What follows belongs to an exercise in optimizing a design on an open flow for small area, a short achievable clock period and few clock cycles; a production flow would make more cautious choices.

==> v34 <==
==> flow/design.v <==
module INV_IP (IN_P, IN_K, OUT_INV);
input  [5:0] IN_P;
input  [4:0] IN_K;
output reg [5:0] OUT_INV;
reg [4:0] idx;
always @(*) begin
    case (IN_P)
        6'd3: idx = 5'd0;
        6'd5: idx = 5'd1;
        6'd7: idx = 5'd2;
        6'd11: idx = 5'd3;
        6'd13: idx = 5'd4;
        6'd17: idx = 5'd5;
        6'd19: idx = 5'd6;
        6'd23: idx = 5'd7;
        6'd29: idx = 5'd8;
        6'd31: idx = 5'd9;
        6'd37: idx = 5'd10;
        6'd41: idx = 5'd11;
        6'd43: idx = 5'd12;
        6'd47: idx = 5'd13;
        6'd53: idx = 5'd14;
        6'd59: idx = 5'd15;
        6'd61: idx = 5'd16;
        default: idx = 5'd0;
    endcase
end
always @(*) begin
    case ({idx, IN_K})
        10'd0: OUT_INV = 6'd1;
        10'd32: OUT_INV = 6'd1;
        10'd33: OUT_INV = 6'd2;
        10'd64: OUT_INV = 6'd1;
        10'd65: OUT_INV = 6'd5;
        10'd66: OUT_INV = 6'd3;
        10'd96: OUT_INV = 6'd1;
        10'd97: OUT_INV = 6'd4;
        10'd98: OUT_INV = 6'd9;
        10'd99: OUT_INV = 6'd8;
        10'd100: OUT_INV = 6'd5;
        10'd128: OUT_INV = 6'd1;
        10'd129: OUT_INV = 6'd9;
        10'd130: OUT_INV = 6'd8;
        10'd131: OUT_INV = 6'd2;
        10'd132: OUT_INV = 6'd3;
        10'd133: OUT_INV = 6'd6;
        10'd160: OUT_INV = 6'd1;
        10'd161: OUT_INV = 6'd6;
        10'd162: OUT_INV = 6'd7;
        10'd163: OUT_INV = 6'd5;
        10'd164: OUT_INV = 6'd2;
        10'd165: OUT_INV = 6'd14;
        10'd166: OUT_INV = 6'd4;
        10'd167: OUT_INV = 6'd8;
        10'd192: OUT_INV = 6'd1;
        10'd193: OUT_INV = 6'd13;
        10'd194: OUT_INV = 6'd4;
        10'd195: OUT_INV = 6'd11;
        10'd196: OUT_INV = 6'd17;
        10'd197: OUT_INV = 6'd7;
        10'd198: OUT_INV = 6'd3;
        10'd199: OUT_INV = 6'd14;
        10'd200: OUT_INV = 6'd9;
        10'd224: OUT_INV = 6'd1;
        10'd225: OUT_INV = 6'd8;
        10'd226: OUT_INV = 6'd14;
        10'd227: OUT_INV = 6'd10;
        10'd228: OUT_INV = 6'd18;
        10'd229: OUT_INV = 6'd21;
        10'd230: OUT_INV = 6'd16;
        10'd231: OUT_INV = 6'd20;
        10'd232: OUT_INV = 6'd19;
        10'd233: OUT_INV = 6'd17;
        10'd234: OUT_INV = 6'd11;
        10'd256: OUT_INV = 6'd1;
        10'd257: OUT_INV = 6'd10;
        10'd258: OUT_INV = 6'd6;
        10'd259: OUT_INV = 6'd25;
        10'd260: OUT_INV = 6'd13;
        10'd261: OUT_INV = 6'd8;
        10'd262: OUT_INV = 6'd9;
        10'd263: OUT_INV = 6'd2;
        10'd264: OUT_INV = 6'd12;
        10'd265: OUT_INV = 6'd26;
        10'd266: OUT_INV = 6'd18;
        10'd267: OUT_INV = 6'd24;
        10'd268: OUT_INV = 6'd7;
        10'd269: OUT_INV = 6'd14;
        10'd288: OUT_INV = 6'd1;
        10'd289: OUT_INV = 6'd21;
        10'd290: OUT_INV = 6'd25;
        10'd291: OUT_INV = 6'd9;
        10'd292: OUT_INV = 6'd7;
        10'd293: OUT_INV = 6'd17;
        10'd294: OUT_INV = 6'd12;
        10'd295: OUT_INV = 6'd29;
        10'd296: OUT_INV = 6'd11;
        10'd297: OUT_INV = 6'd18;
        10'd298: OUT_INV = 6'd3;
        10'd299: OUT_INV = 6'd27;
        10'd300: OUT_INV = 6'd5;
        10'd301: OUT_INV = 6'd23;
        10'd302: OUT_INV = 6'd15;
        10'd320: OUT_INV = 6'd1;
        10'd321: OUT_INV = 6'd25;
        10'd322: OUT_INV = 6'd15;
        10'd323: OUT_INV = 6'd16;
        10'd324: OUT_INV = 6'd33;
        10'd325: OUT_INV = 6'd27;
        10'd326: OUT_INV = 6'd20;
        10'd327: OUT_INV = 6'd5;
        10'd328: OUT_INV = 6'd24;
        10'd329: OUT_INV = 6'd2;
        10'd330: OUT_INV = 6'd30;
        10'd331: OUT_INV = 6'd29;
        10'd332: OUT_INV = 6'd3;
        10'd333: OUT_INV = 6'd11;
        10'd334: OUT_INV = 6'd23;
        10'd335: OUT_INV = 6'd6;
        10'd336: OUT_INV = 6'd9;
        10'd337: OUT_INV = 6'd18;
        10'd352: OUT_INV = 6'd1;
        10'd353: OUT_INV = 6'd14;
        10'd354: OUT_INV = 6'd33;
        10'd355: OUT_INV = 6'd6;
        10'd356: OUT_INV = 6'd32;
        10'd357: OUT_INV = 6'd15;
        10'd358: OUT_INV = 6'd19;
        10'd359: OUT_INV = 6'd11;
        10'd360: OUT_INV = 6'd29;
        10'd361: OUT_INV = 6'd13;
        10'd362: OUT_INV = 6'd2;
        10'd363: OUT_INV = 6'd25;
        10'd364: OUT_INV = 6'd23;
        10'd365: OUT_INV = 6'd38;
        10'd366: OUT_INV = 6'd17;
        10'd367: OUT_INV = 6'd4;
        10'd368: OUT_INV = 6'd5;
        10'd369: OUT_INV = 6'd34;
        10'd370: OUT_INV = 6'd10;
        10'd371: OUT_INV = 6'd20;
        10'd384: OUT_INV = 6'd1;
        10'd385: OUT_INV = 6'd29;
        10'd386: OUT_INV = 6'd26;
        10'd387: OUT_INV = 6'd37;
        10'd388: OUT_INV = 6'd24;
        10'd389: OUT_INV = 6'd4;
        10'd390: OUT_INV = 6'd10;
        10'd391: OUT_INV = 6'd23;
        10'd392: OUT_INV = 6'd38;
        10'd393: OUT_INV = 6'd34;
        10'd394: OUT_INV = 6'd41;
        10'd395: OUT_INV = 6'd15;
        10'd396: OUT_INV = 6'd31;
        10'd397: OUT_INV = 6'd8;
        10'd398: OUT_INV = 6'd3;
        10'd399: OUT_INV = 6'd25;
        10'd400: OUT_INV = 6'd30;
        10'd401: OUT_INV = 6'd16;
        10'd402: OUT_INV = 6'd7;
        10'd403: OUT_INV = 6'd32;
        10'd404: OUT_INV = 6'd21;
        10'd416: OUT_INV = 6'd1;
        10'd417: OUT_INV = 6'd16;
        10'd418: OUT_INV = 6'd19;
        10'd419: OUT_INV = 6'd27;
        10'd420: OUT_INV = 6'd21;
        10'd421: OUT_INV = 6'd30;
        10'd422: OUT_INV = 6'd29;
        10'd423: OUT_INV = 6'd22;
        10'd424: OUT_INV = 6'd36;
        10'd425: OUT_INV = 6'd5;
        10'd426: OUT_INV = 6'd9;
        10'd427: OUT_INV = 6'd45;
        10'd428: OUT_INV = 6'd32;
        10'd429: OUT_INV = 6'd7;
        10'd430: OUT_INV = 6'd13;
        10'd431: OUT_INV = 6'd44;
        10'd432: OUT_INV = 6'd10;
        10'd433: OUT_INV = 6'd43;
        10'd434: OUT_INV = 6'd14;
        10'd435: OUT_INV = 6'd41;
        10'd436: OUT_INV = 6'd39;
        10'd437: OUT_INV = 6'd35;
        10'd438: OUT_INV = 6'd23;
        10'd448: OUT_INV = 6'd1;
        10'd449: OUT_INV = 6'd18;
        10'd450: OUT_INV = 6'd32;
        10'd451: OUT_INV = 6'd38;
        10'd452: OUT_INV = 6'd6;
        10'd453: OUT_INV = 6'd29;
        10'd454: OUT_INV = 6'd49;
        10'd455: OUT_INV = 6'd46;
        10'd456: OUT_INV = 6'd25;
        10'd457: OUT_INV = 6'd14;
        10'd458: OUT_INV = 6'd48;
        10'd459: OUT_INV = 6'd30;
        10'd460: OUT_INV = 6'd17;
        10'd461: OUT_INV = 6'd2;
        10'd462: OUT_INV = 6'd11;
        10'd463: OUT_INV = 6'd12;
        10'd464: OUT_INV = 6'd45;
        10'd465: OUT_INV = 6'd50;
        10'd466: OUT_INV = 6'd43;
        10'd467: OUT_INV = 6'd34;
        10'd468: OUT_INV = 6'd22;
        10'd469: OUT_INV = 6'd37;
        10'd470: OUT_INV = 6'd33;
        10'd471: OUT_INV = 6'd44;
        10'd472: OUT_INV = 6'd13;
        10'd473: OUT_INV = 6'd26;
        10'd480: OUT_INV = 6'd1;
        10'd481: OUT_INV = 6'd20;
        10'd482: OUT_INV = 6'd12;
        10'd483: OUT_INV = 6'd17;
        10'd484: OUT_INV = 6'd46;
        10'd485: OUT_INV = 6'd43;
        10'd486: OUT_INV = 6'd50;
        10'd487: OUT_INV = 6'd4;
        10'd488: OUT_INV = 6'd7;
        10'd489: OUT_INV = 6'd28;
        10'd490: OUT_INV = 6'd45;
        10'd491: OUT_INV = 6'd18;
        10'd492: OUT_INV = 6'd26;
        10'd493: OUT_INV = 6'd35;
        10'd494: OUT_INV = 6'd57;
        10'd495: OUT_INV = 6'd40;
        10'd496: OUT_INV = 6'd34;
        10'd497: OUT_INV = 6'd27;
        10'd498: OUT_INV = 6'd8;
        10'd499: OUT_INV = 6'd56;
        10'd500: OUT_INV = 6'd36;
        10'd501: OUT_INV = 6'd11;
        10'd502: OUT_INV = 6'd21;
        10'd503: OUT_INV = 6'd54;
        10'd504: OUT_INV = 6'd53;
        10'd505: OUT_INV = 6'd22;
        10'd506: OUT_INV = 6'd49;
        10'd507: OUT_INV = 6'd44;
        10'd508: OUT_INV = 6'd29;
        10'd512: OUT_INV = 6'd1;
        10'd513: OUT_INV = 6'd41;
        10'd514: OUT_INV = 6'd49;
        10'd515: OUT_INV = 6'd35;
        10'd516: OUT_INV = 6'd34;
        10'd517: OUT_INV = 6'd50;
        10'd518: OUT_INV = 6'd47;
        10'd519: OUT_INV = 6'd57;
        10'd520: OUT_INV = 6'd18;
        10'd521: OUT_INV = 6'd45;
        10'd522: OUT_INV = 6'd32;
        10'd523: OUT_INV = 6'd8;
        10'd524: OUT_INV = 6'd22;
        10'd525: OUT_INV = 6'd52;
        10'd526: OUT_INV = 6'd40;
        10'd527: OUT_INV = 6'd2;
        10'd528: OUT_INV = 6'd37;
        10'd529: OUT_INV = 6'd7;
        10'd530: OUT_INV = 6'd33;
        10'd531: OUT_INV = 6'd36;
        10'd532: OUT_INV = 6'd3;
        10'd533: OUT_INV = 6'd44;
        10'd534: OUT_INV = 6'd19;
        10'd535: OUT_INV = 6'd13;
        10'd536: OUT_INV = 6'd5;
        10'd537: OUT_INV = 6'd6;
        10'd538: OUT_INV = 6'd38;
        10'd539: OUT_INV = 6'd10;
        10'd540: OUT_INV = 6'd15;
        10'd541: OUT_INV = 6'd30;
        default: OUT_INV = 6'd0;
    endcase
end
endmodule
module EC_TOP(
    clk, rst_n, in_valid,
    in_Px, in_Py, in_Qx, in_Qy, in_prime, in_a,
    out_valid, out_Rx, out_Ry
);
input clk, rst_n, in_valid;
input [6-1:0] in_Px, in_Py, in_Qx, in_Qy, in_prime, in_a;
output reg out_valid;
output reg [6-1:0] out_Rx, out_Ry;
reg v1, v2, v3, v4;
always @(posedge clk or negedge rst_n) begin
    if (!rst_n) begin
        v1 <= 1'b0; v2 <= 1'b0; v3 <= 1'b0; v4 <= 1'b0;
    end else begin
        v1 <= in_valid; v2 <= v1; v3 <= v2; v4 <= v3;
    end
end
reg [5:0] px, py, qx, qy, pr, aa;
always @(posedge clk) begin
    if (in_valid) begin
        px <= in_Px; py <= in_Py; qx <= in_Qx; qy <= in_Qy; pr <= in_prime; aa <= in_a;
    end
end
reg  [5:0] mm_a, mm_b;
reg  [6:0] mm_c;
reg  [11:0] mm_x;
reg  [7:0] mm_d;
integer k;
always @(*) begin
    mm_x = mm_a * mm_b + mm_c;
    for (k = 5; k >= 0; k = k - 1) begin
        mm_d = {1'b0, mm_x[k +: 7]} - {2'b00, pr};
        if (!mm_d[7]) mm_x[k +: 7] = mm_d[6:0];
    end
end
wire [5:0] mm_out = mm_x[5:0];
wire dbl = (px == qx) && (py == qy);
wire [7:0] px3  = {2'b00, px} + {1'b0, px, 1'b0};
wire [7:0] px3a = px3 - {1'b0, pr, 1'b0};
wire [7:0] px3b = px3 - {2'b00, pr};
wire [5:0] tx   = !px3a[7] ? px3a[5:0] : (!px3b[7] ? px3b[5:0] : px3[5:0]);    
wire [6:0] py2  = {py, 1'b0};
wire [7:0] py2s = {1'b0, py2} - {2'b00, pr};
wire [6:0] dsub = {1'b0, qx} - {1'b0, px};
wire [5:0] den  = dbl ? (py2s[7] ? py2[5:0] : py2s[5:0])
                      : (dsub[6] ? dsub[5:0] + pr : dsub[5:0]);
wire [5:0] dodd = den[0] ? den : pr - den;       
wire [5:0] rinv;
INV_IP I_INV_IP (.IN_P(pr), .IN_K(dodd[5:1]), .OUT_INV(rinv));
wire [5:0] inv  = den[0] ? rinv : pr - rinv;
reg [5:0] r_num, r_inv, r_s, r_rx, r_t;
wire [6:0] tsub = {1'b0, px} - {1'b0, mm_out};
wire [5:0] tval = tsub[6] ? tsub[5:0] + pr : tsub[5:0];
always @(*) begin
    mm_a = r_s; mm_b = r_s; mm_c = 7'd0;
    if (v1) begin
        mm_a = px;
        mm_b = dbl ? tx : 6'd0;
        mm_c = dbl ? {1'b0, aa} : ({1'b0, qy} + {1'b0, pr} - {1'b0, py});
    end else if (v2) begin
        mm_a = r_num; mm_b = r_inv; mm_c = 7'd0;
    end else if (v3) begin
        mm_a = r_s; mm_b = r_s; mm_c = {pr, 1'b0} - {1'b0, px} - {1'b0, qx};
    end else begin
        mm_a = r_s; mm_b = r_t; mm_c = {1'b0, pr} - {1'b0, py};
    end
end
always @(posedge clk) begin
    if (v1) begin r_num <= mm_out; r_inv <= inv; end
    if (v2) r_s <= mm_out;
    if (v3) begin r_rx <= mm_out; r_t <= tval; end
end
always @(posedge clk or negedge rst_n) begin
    if (!rst_n) begin
        out_valid <= 1'b0; out_Rx <= 6'd0; out_Ry <= 6'd0;
    end else begin
        out_valid <= v4;
        out_Rx <= v4 ? r_rx : 6'd0;
        out_Ry <= v4 ? mm_out : 6'd0;
    end
end
endmodule
==> flow/run.sh <==
#!/bin/bash
# synth_recipe.tcl (not shown) runs the flow's synth.tcl, then flattens the netlist and writes it again
# the make line also repeats each setting of config.mk as NAME=value (left out here)
make -C /OpenROAD-flow-scripts/flow DESIGN_CONFIG=/design/flow/config.mk WORK_HOME=/design/flow/orfs CLKGATE_MAP_FILE= SYNTH_SCRIPT=/design/flow/synth_recipe.tcl finish
==> flow/config.mk <==
export PLATFORM = sky130hd
export DESIGN_NAME = EC_TOP
export DESIGN_NICKNAME = EC_TOP
export VERILOG_FILES = /design/flow/design.v
export SDC_FILE = /design/flow/constraint.sdc
export NUM_CORES = 4
export LEC_CHECK = 0
export CAP_MARGIN = 20
export CORE_MARGIN = 2
export CORE_UTILIZATION = 40
export SLEW_MARGIN = 20
==> flow/constraint.sdc <==
create_clock -name core_clock -period 77.0 [get_ports {clk}]
set_input_delay 15.4000 -clock core_clock [delete_from_list [all_inputs] [get_ports {clk}]]
set_output_delay 15.4000 -clock core_clock [all_outputs]
set_load 0.01 [all_outputs]
==> inputs of v4, as changes to v34 <==
--- a/flow/config.mk
+++ b/flow/config.mk
@@ -6,4 +6,5 @@
 export NUM_CORES = 4
 export LEC_CHECK = 0
+export ABC_CLOCK_PERIOD_IN_PS = 12000
 export CAP_MARGIN = 20
 export CORE_MARGIN = 2
==> qor summary <==
metric                          v4             v34
Run status          did not finish  did not finish
Last stage reached       synthesis       synthesis
Synth Warn #                     2               2
No functional check of the RTL was part of any run of this note.
